Background: an optimization exercise with open tools, aiming at small area and a short achievable clock period. Do not read the settings as production practice.
Function was checked by simulation only, so behaviour that the tests miss may differ from the original.

== run 1 ==
// aipp_coherent_phase_recovery
module aipp_coherent_phase_recovery (
    input wire clk_local_ref,
    input wire rst_n,
    input wire [127:0] optical_in,
    input wire lock_enable,
    output reg clk_omega_out,
    output reg phase_locked,
    output reg [15:0] phase_error
);
    reg [31:1] pa_r;
    reg [15:1] lf_r;
    reg pc16;
    wire [31:0] pa = {pa_r, 1'b0};
    wire [15:0] lf = {lf_r, 1'b0};
    wire [15:0] pe = phase_error;
    wire [15:0] opt = optical_in[15:0];
    wire [15:0] pa_hi_n = ~pa[31:16];
    wire pc16_n = ~pc16;
    wire [15:0] peg = pe & {16{lock_enable}};
    wire [15:0] lfg = lf & {16{lock_enable}};
    wire pc16g = pc16;
    wire t1 = lf[6] ^ pe[4];
    wire t2 = lf[6] & pe[4];
    wire t3 = lf[7] ^ pe[5] ^ pe[2];
    wire t4 = (lf[7] & pe[5]) | (lf[7] & pe[2]) | (pe[5] & pe[2]);
    wire t5 = lf[8] ^ pe[6] ^ pe[3];
    wire t6 = (lf[8] & pe[6]) | (lf[8] & pe[3]) | (pe[6] & pe[3]);
    wire t7 = lf[9] ^ pe[7] ^ pe[4];
    wire t8 = (lf[9] & pe[7]) | (lf[9] & pe[4]) | (pe[7] & pe[4]);
    wire t9 = lf[10] ^ pe[8] ^ pe[5];
    wire t10 = (lf[10] & pe[8]) | (lf[10] & pe[5]) | (pe[8] & pe[5]);
    wire t11 = lf[11] ^ pe[9] ^ pe[6];
    wire t12 = (lf[11] & pe[9]) | (lf[11] & pe[6]) | (pe[9] & pe[6]);
    wire t13 = lf[12] ^ pe[10] ^ pe[7];
    wire t14 = (lf[12] & pe[10]) | (lf[12] & pe[7]) | (pe[10] & pe[7]);
    wire t15 = lf[13] ^ pe[11] ^ pe[8];
    wire t16 = (lf[13] & pe[11]) | (lf[13] & pe[8]) | (pe[11] & pe[8]);
    wire t17 = lf[14] ^ pe[12] ^ pe[9];
    wire t18 = (lf[14] & pe[12]) | (lf[14] & pe[9]) | (pe[12] & pe[9]);
    wire t19 = lf[15] ^ pe[13] ^ pe[10];
    wire t20 = (lf[15] & pe[13]) | (lf[15] & pe[10]) | (pe[13] & pe[10]);
    wire t21 = pe[14] ^ pe[11];
    wire t22 = pe[14] & pe[11];
  ...
Size: ~150 I/O pins.
Settings: LEC_CHECK=0, CAP_MARGIN=20, CORE_MARGIN=2, CORE_UTILIZATION=40, PLACE_DENSITY=0.6, SLEW_MARGIN=20; clock period 5.5 ns.
run.sh (not shown) runs the stock make flow with config.mk's settings and CLKGATE_MAP_FILE= SYNTH_SCRIPT=/design/flow/synth_recipe.tcl, a recipe that flattens the netlist after the stock synthesis.
For run 2, these inputs were changed with respect to run 1:
# run 1
export LEC_CHECK = 0
export CAP_MARGIN = 20
export CORE_MARGIN = 2
export CORE_UTILIZATION = 40
export PLACE_DENSITY = 0.6
export SLEW_MARGIN = 20
create_clock -name core_clock -period 5.5 [get_ports {clk_local_ref}]
# run 2
export LEC_CHECK = 0
export CAP_MARGIN = 20
export CORE_MARGIN = 2
export CORE_UTILIZATION = 40
export PLACE_DENSITY = 0.6
export SETUP_SLACK_MARGIN = 1.0
export SLEW_MARGIN = 20
create_clock -name core_clock -period 5.5 [get_ports {clk_local_ref}]
## What came out
- Looking at combined area of the multi-input logic cells, run 2 sits above run 1.
- From run 1 to run 2, mean area per synthesized cell did not move at all.
- Length of the first detailed-routing pass in iterations came out exactly the same in run 1 and run 2.
- [compare] base=run 1 new=run 2: pin slew with the least headroom to its limit now larger, total non-filler cell area in the finished layout now larger, number of buffers inserted by post-CTS setup repair comparable, time the worst path needs with I/O delays and setup now smaller.
- On register area, run 1 and run 2 are basically level.
- Run 2 ran to completion and came out clean on the timing, DRC and antenna checks.
- | sum of routed wire length over all layers | run 2 vs run 1 | about 0.44% higher |
### run 2 -> run 3
==> flow/flow/run.sh (new file) <==
#!/bin/bash
# Own layout flow: the standard ORFS flow (standard.sh), with two changes:
#  - synthesis runs without Yosys's early "abc -fast" pass (SYNTH_ARGS=-noabc), so the full
#    adders that ORFS extracts from the RTL's explicit carry-save logic keep their polarity
#    (no inverter pairs around them); the final ABC mapping is unchanged;
#  - the port buffers that placement inserts are buf_1 cells rather than the default choice.
# Everything else (floorplan, power grid, taps, placement, CTS, routing) is standard.sh unchanged.
set -euo pipefail
export SYNTH_ARGS="-noabc"
export BUFFER_PORTS_ARGS="-buffer_cell sky130_fd_sc_hd__buf_1"
export CTS_ARGS="-sink_clustering_enable -repair_clock_nets -dont_use_dummy_load -buf_list sky130_fd_sc_hd__clkbuf_4"
bash standard.sh > standard_make.log 2>&1
==> flow/standard.sh (new file) <==
#!/bin/bash
# synth_recipe.tcl (not shown) runs the flow's synth.tcl, then flattens the netlist and writes it again
# the make line also repeats each setting of config.mk as NAME=value (left out here)
make -C /OpenROAD-flow-scripts/flow DESIGN_CONFIG=/design/flow/config.mk WORK_HOME=/design/flow/orfs CLKGATE_MAP_FILE= SYNTH_SCRIPT=/design/flow/synth_recipe.tcl "${@:-finish}"
removed: flow/run.sh
### Flow results
The pre-CTS worst setup slack in run 3 sits 0.11 ns below the value recorded for run 2. Diff run 2 -> run 3: cell count down 13%, design area saw a decrease. Run 3 closes out successfully: all stages finished, all timing, DRC and antenna checks passed.

==> what the ideal ports hide <==
The flow's constraints put no driver on any port. The routed layouts listed below were extracted and timed again, unchanged, in two steps.
Step 1, drivers: a clkbuf_16 drives clk_local_ref and a buf_2 each remaining input, both assumed.
Step 2 moves the port delays by t, midway between the first and last clock arrival at a register: inputs arrive t later, outputs are due t later. That takes back most of the time a late clock gives input paths.
Slacks: ideal / step 1 / step 2; pairs: ideal / step 1.
run | t (ns) | slack for setup (ns) | worst setup path after step 2 | worst data-port slew with drivers (ns) | cell pins on the clock port's net
run 1 | 0.373 | 0.892 / 0.892 / 0.827 | input to register | 0.03 | 1
run 2 | 0.372 | 1.270 / 1.270 / 1.007 | input to register | 0.03 | 1
run 3 | 0.433 | 1.130 / 1.130 / 0.795 | input to register | 0.04 | 1
After both steps setup and hold are still met in every run listed. For run 3, which loses most, drivers alone change the setup slack by 0.000 ns; drivers and shift together by -0.335 ns.
